Source: an optimization exercise on an open RTL-to-GDS flow (aim: small area, a short achievable clock period and few clock cycles). Production flows keep margins and buffers that such runs may drop.
The RTL was checked by simulation tests, not by an equivalence proof against the original design.

## lane 1
// geofence
module geofence ( clk,reset,X,Y,valid,is_inside);
input clk;
input reset;
input [9:0] X;
input [9:0] Y;
output valid;
output is_inside;
reg [3:0] cnt;
reg [9:0] ox, oy;
reg v_sx, v_sy, a_sx, a_sy, b_sx, b_sy;
reg [9:0] v_mx, v_my, a_mx, a_my, b_mx, b_my;
reg [11:0] v_3x, v_3y;
reg ins_r;
wire le1, eq1, le2, eq2;
xcmp u_x1(.am(a_mx), .vm(v_my), .v3m(v_3y), .an(a_my), .vn(v_mx), .v3n(v_3x), .le(le1), .eq(eq1));
xcmp u_x2(.am(b_mx), .vm(v_my), .v3m(v_3y), .an(b_my), .vn(v_mx), .v3n(v_3x), .le(le2), .eq(eq2));
function [1:0] cross_sign;
    input p_sx, p_sy;
    input [9:0] p_mx, p_my;
    input q_sx, q_sy;
    input [9:0] q_mx, q_my;
    input le, eq;
    reg sp, sq, zp, zq;
    begin
        sp = p_sx ^ q_sy;
        sq = p_sy ^ q_sx;
        zp = (p_mx == 10'd0) || (q_my == 10'd0);
        zq = (p_my == 10'd0) || (q_mx == 10'd0);
        case ({sp, sq})
            2'b00: cross_sign = {le && !eq, eq};
            2'b11: cross_sign = {!le, eq};
            2'b01: cross_sign = {1'b0, zp && zq};
            2'b10: cross_sign = {!(zp && zq), zp && zq};
        endcase
    end
endfunction
wire [1:0] c1 = cross_sign(a_sx, a_sy, a_mx, a_my, v_sx, v_sy, v_mx, v_my, le1, eq1);
wire [1:0] c2 = cross_sign(b_sx, b_sy, b_mx, b_my, v_sx, v_sy, v_mx, v_my, le2, eq2);
wire s1n = c1[1], s1z = c1[0];
wire s2n = c2[1], s2z = c2[0];
wire s1p = !s1n && !s1z;
wire s2p = !s2n && !s2z;
wire same = (a_sx == v_sx && a_mx != 10'd0 && v_mx != 10'd0) ||
            (a_sy == v_sy && a_my != 10'd0 && v_my != 10'd0);
wire hit = (s1n && !s2n) || (s1z && s2p) || (s1z && s2z && !same);
wire load = (cnt == 4'd2);
assign valid = (cnt == 4'd8);
assign is_inside = ins_r;
wire [9:0] mx, my;
wire [11:0] m3x, m3y;
wire nx, ny;    
absx u_ax(.x(X), .o(ox), .m(mx), .m3(m3x), .neg(nx));
absx u_ay(.x(Y), .o(oy), .m(my), .m3(m3y), .neg(ny));
  ...
export LEC_CHECK = 0
export CAP_MARGIN = 20
export CORE_MARGIN = 2
export CORE_UTILIZATION = 40
export CTS_BUF_LIST = sky130_fd_sc_hd__clkbuf_4 sky130_fd_sc_hd__clkbuf_8
export SLEW_MARGIN = 20
export SYNTH_HIERARCHICAL = 1
export SYNTH_MINIMUM_KEEP_SIZE = 0
create_clock -name core_clock -period 13.0 [get_ports {clk}]
standard.sh (not shown) runs the stock make flow with config.mk's settings and CLKGATE_MAP_FILE= SYNTH_SCRIPT=/design/flow/synth_recipe.tcl, a recipe that flattens the netlist after the stock synthesis.
==> flow/flow/run.sh <==
#!/bin/bash
# The standard layout (standard.sh, ORFS's own steps), with two changes made
# through make variables, one per line in flow/make_args.txt:
#  - ORFS's timing repair aims for a setup slack of SETUP_SLACK_MARGIN ns,
#    i.e. a shorter period than the constraint's, instead of the default 0;
#  - the port buffers that ORFS inserts are a plain buffer cell instead of the
#    delay cell buffer_ports picks by itself.
set -euo pipefail
mapfile -t ARGS < flow/make_args.txt
bash standard.sh "${ARGS[@]}" finish > make_finish.log 2>&1
==> flow/flow/make_args.txt <==
SETUP_SLACK_MARGIN=7.0
PLACE_DENSITY=0.5
BUFFER_PORTS_ARGS=-buffer_cell sky130_fd_sc_hd__buf_2
Testbench counts of lane 1, summed over its fixed seeds: cycles 21,600.
Relative to lane 1, the following input files were edited for lane 2:
==> flow/flow/make_args.txt <==
SETUP_SLACK_MARGIN=7.0
PLACE_DENSITY=0.62
BUFFER_PORTS_ARGS=-buffer_cell sky130_fd_sc_hd__buf_2
--- a/flow/config.mk
+++ b/flow/config.mk
@@ -8,5 +8,5 @@
 export CAP_MARGIN = 20
 export CORE_MARGIN = 2
-export CORE_UTILIZATION = 40
+export CORE_UTILIZATION = 55
 export CTS_BUF_LIST = sky130_fd_sc_hd__clkbuf_4 sky130_fd_sc_hd__clkbuf_8
 export SLEW_MARGIN = 20
Findings:
- Lane 2: full flow OK, the timing, design-rule and antenna checks passed
- Of lane 2 and lane 1, the higher worst setup slack for register-to-register paths belongs to lane 2.
- Number of ordinary and repair buffers in the finished layout: lower on lane 2
- Re final routed wire length divided by cell count: lane 1 was lower than lane 2.
- Against lane 1, lane 2 comes in 0.0093 ns higher on post-route worst hold slack.
What lane 3 does differently from lane 2 at the input level:
==> flow/flow/make_args.txt <==
SETUP_SLACK_MARGIN=6.75
PLACE_DENSITY=0.5
BUFFER_PORTS_ARGS=-buffer_cell sky130_fd_sc_hd__buf_2
--- a/flow/config.mk
+++ b/flow/config.mk
@@ -8,5 +8,5 @@
 export CAP_MARGIN = 20
 export CORE_MARGIN = 2
-export CORE_UTILIZATION = 55
+export CORE_UTILIZATION = 40
 export CTS_BUF_LIST = sky130_fd_sc_hd__clkbuf_4 sky130_fd_sc_hd__clkbuf_8
 export SLEW_MARGIN = 20
Findings:
Looking at slowest stage cell on the critical path, the sky130_fd_sc_hd__dfxtp_1 result is from lane 2; the sky130_fd_sc_hd__ha_1 one comes from lane 3. Lane 3 ended up with X[2] as its startpoint of the worst setup timing path; lane 2 ended up with v_my[2]. Lane 3 reports its critical path class as in2reg while lane 2 reports reg2reg. Routed wire length of lane 3 exceeds that of lane 2 by a few percent. Compared with lane 2, in lane 3 fill cell total of the finished layout rose by about 60%; total met3 wirelength after detailed routing down about 22%.
The following lists how lane 4 was set up differently from lane 3:
==> flow/flow/run.sh <==
#!/bin/bash
# The standard layout, with ORFS's timing repair aiming for a setup slack of
# $MARGIN ns (a shorter period than the constraint's) instead of the default.
set -euo pipefail
MARGIN=$(cat flow/margin.txt)
bash standard.sh SETUP_SLACK_MARGIN=$MARGIN finish > make_finish.log 2>&1
==> flow/flow/margin.txt (new file) <==
7.5
--- a/flow/config.mk
+++ b/flow/config.mk
@@ -9,5 +9,4 @@
 export CORE_MARGIN = 2
 export CORE_UTILIZATION = 40
-export CTS_BUF_LIST = sky130_fd_sc_hd__clkbuf_4 sky130_fd_sc_hd__clkbuf_8
 export SLEW_MARGIN = 20
 export SYNTH_HIERARCHICAL = 1
removed: flow/flow/make_args.txt
Findings:
- Sort lane 4 and lane 3 by wire length after detailed routing, descending, and lane 4 comes first.
- Taking lane 3 as the reference, in lane 4 met2 routed wirelength saw a decrease; total met3 wirelength after detailed routing rose 17%; post-layout worst setup margin up 0.19 ns.
- Lane 4 ended up with a higher setup fix buffers added after clock tree synthesis than lane 3 did.
- Lane 4 vs lane 3 — cell count climbed by a few percent
The inputs of lane 5 differ from those of lane 4 as listed below.
==> flow/flow/run.sh <==
#!/bin/bash
# The standard layout (standard.sh, ORFS's own steps), with two changes made
# through make variables, one per line in flow/make_args.txt:
#  - ORFS's timing repair aims for a setup slack of SETUP_SLACK_MARGIN ns,
#    i.e. a shorter period than the constraint's, instead of the default 0;
#  - the port buffers that ORFS inserts are a plain buffer cell instead of the
#    delay cell buffer_ports picks by itself.
set -euo pipefail
mapfile -t ARGS < flow/make_args.txt
bash standard.sh "${ARGS[@]}" finish > make_finish.log 2>&1
==> flow/flow/make_args.txt (new file) <==
SETUP_SLACK_MARGIN=7.25
PLACE_DENSITY=0.5
BUFFER_PORTS_ARGS=-buffer_cell sky130_fd_sc_hd__buf_2
--- a/flow/config.mk
+++ b/flow/config.mk
@@ -9,4 +9,5 @@
 export CORE_MARGIN = 2
 export CORE_UTILIZATION = 40
+export CTS_BUF_LIST = sky130_fd_sc_hd__clkbuf_4 sky130_fd_sc_hd__clkbuf_8
 export SLEW_MARGIN = 20
 export SYNTH_HIERARCHICAL = 1
removed: flow/flow/margin.txt
--- outcome ---
Lane 4 → lane 5: utilization after layout went down by 2.4 points.
Lane 5 -> lane 4: sequential cell area flat
Met3 wire length (lane 5 / lane 4): 0.917
On number of gates given a new drive strength after cts, the lower figure sits with lane 5, not lane 4.
Max post-layout minimum cycle time across lane 5 and lane 4: lane 5
Diff lane 4 -> lane 5: final number of setup-violating endpoints shows no meaningful change, number of global-route vias before repair moved down.

## what the ideal ports hide
The flow's constraints put no driver on any port. The routed layouts listed below were extracted and timed again, unchanged, in two steps.
Step 1: set_driving_cell puts a clkbuf_16 on clk and a buf_2 on each other input, an assumption about the parent block.
Step 2, shift: input delay + t, output delay - t, t = (earliest + latest rising clock arrival at the registers) / 2. This alone moves slack from input paths to output paths.
Slacks: ideal / step 1 / step 2; pairs: ideal / step 1.
| run | t (ns) | setup WS [ns] | worst register clock-pin slew, ns |
|---|---|---|---|
| lane 1 | 0.471 | 7.168 / 7.168 / 6.825 | 0.09 / 0.09 |
| lane 2 | 0.480 | 7.209 / 7.209 / 6.796 | 0.08 / 0.08 |
| lane 3 | 0.471 | 7.098 / 7.124 / 6.654 | 0.08 / 0.08 |
| lane 4 | 0.455 | 7.290 / 7.290 / 7.185 | 0.06 / 0.06 |
| lane 5 | 0.489 | 7.232 / 7.232 / 7.027 | 0.09 / 0.09 |
After both steps every run listed still meets setup and hold. The setup slack of lane 3, which loses most, moves by +0.026 ns with the drivers and by -0.444 ns with both steps.
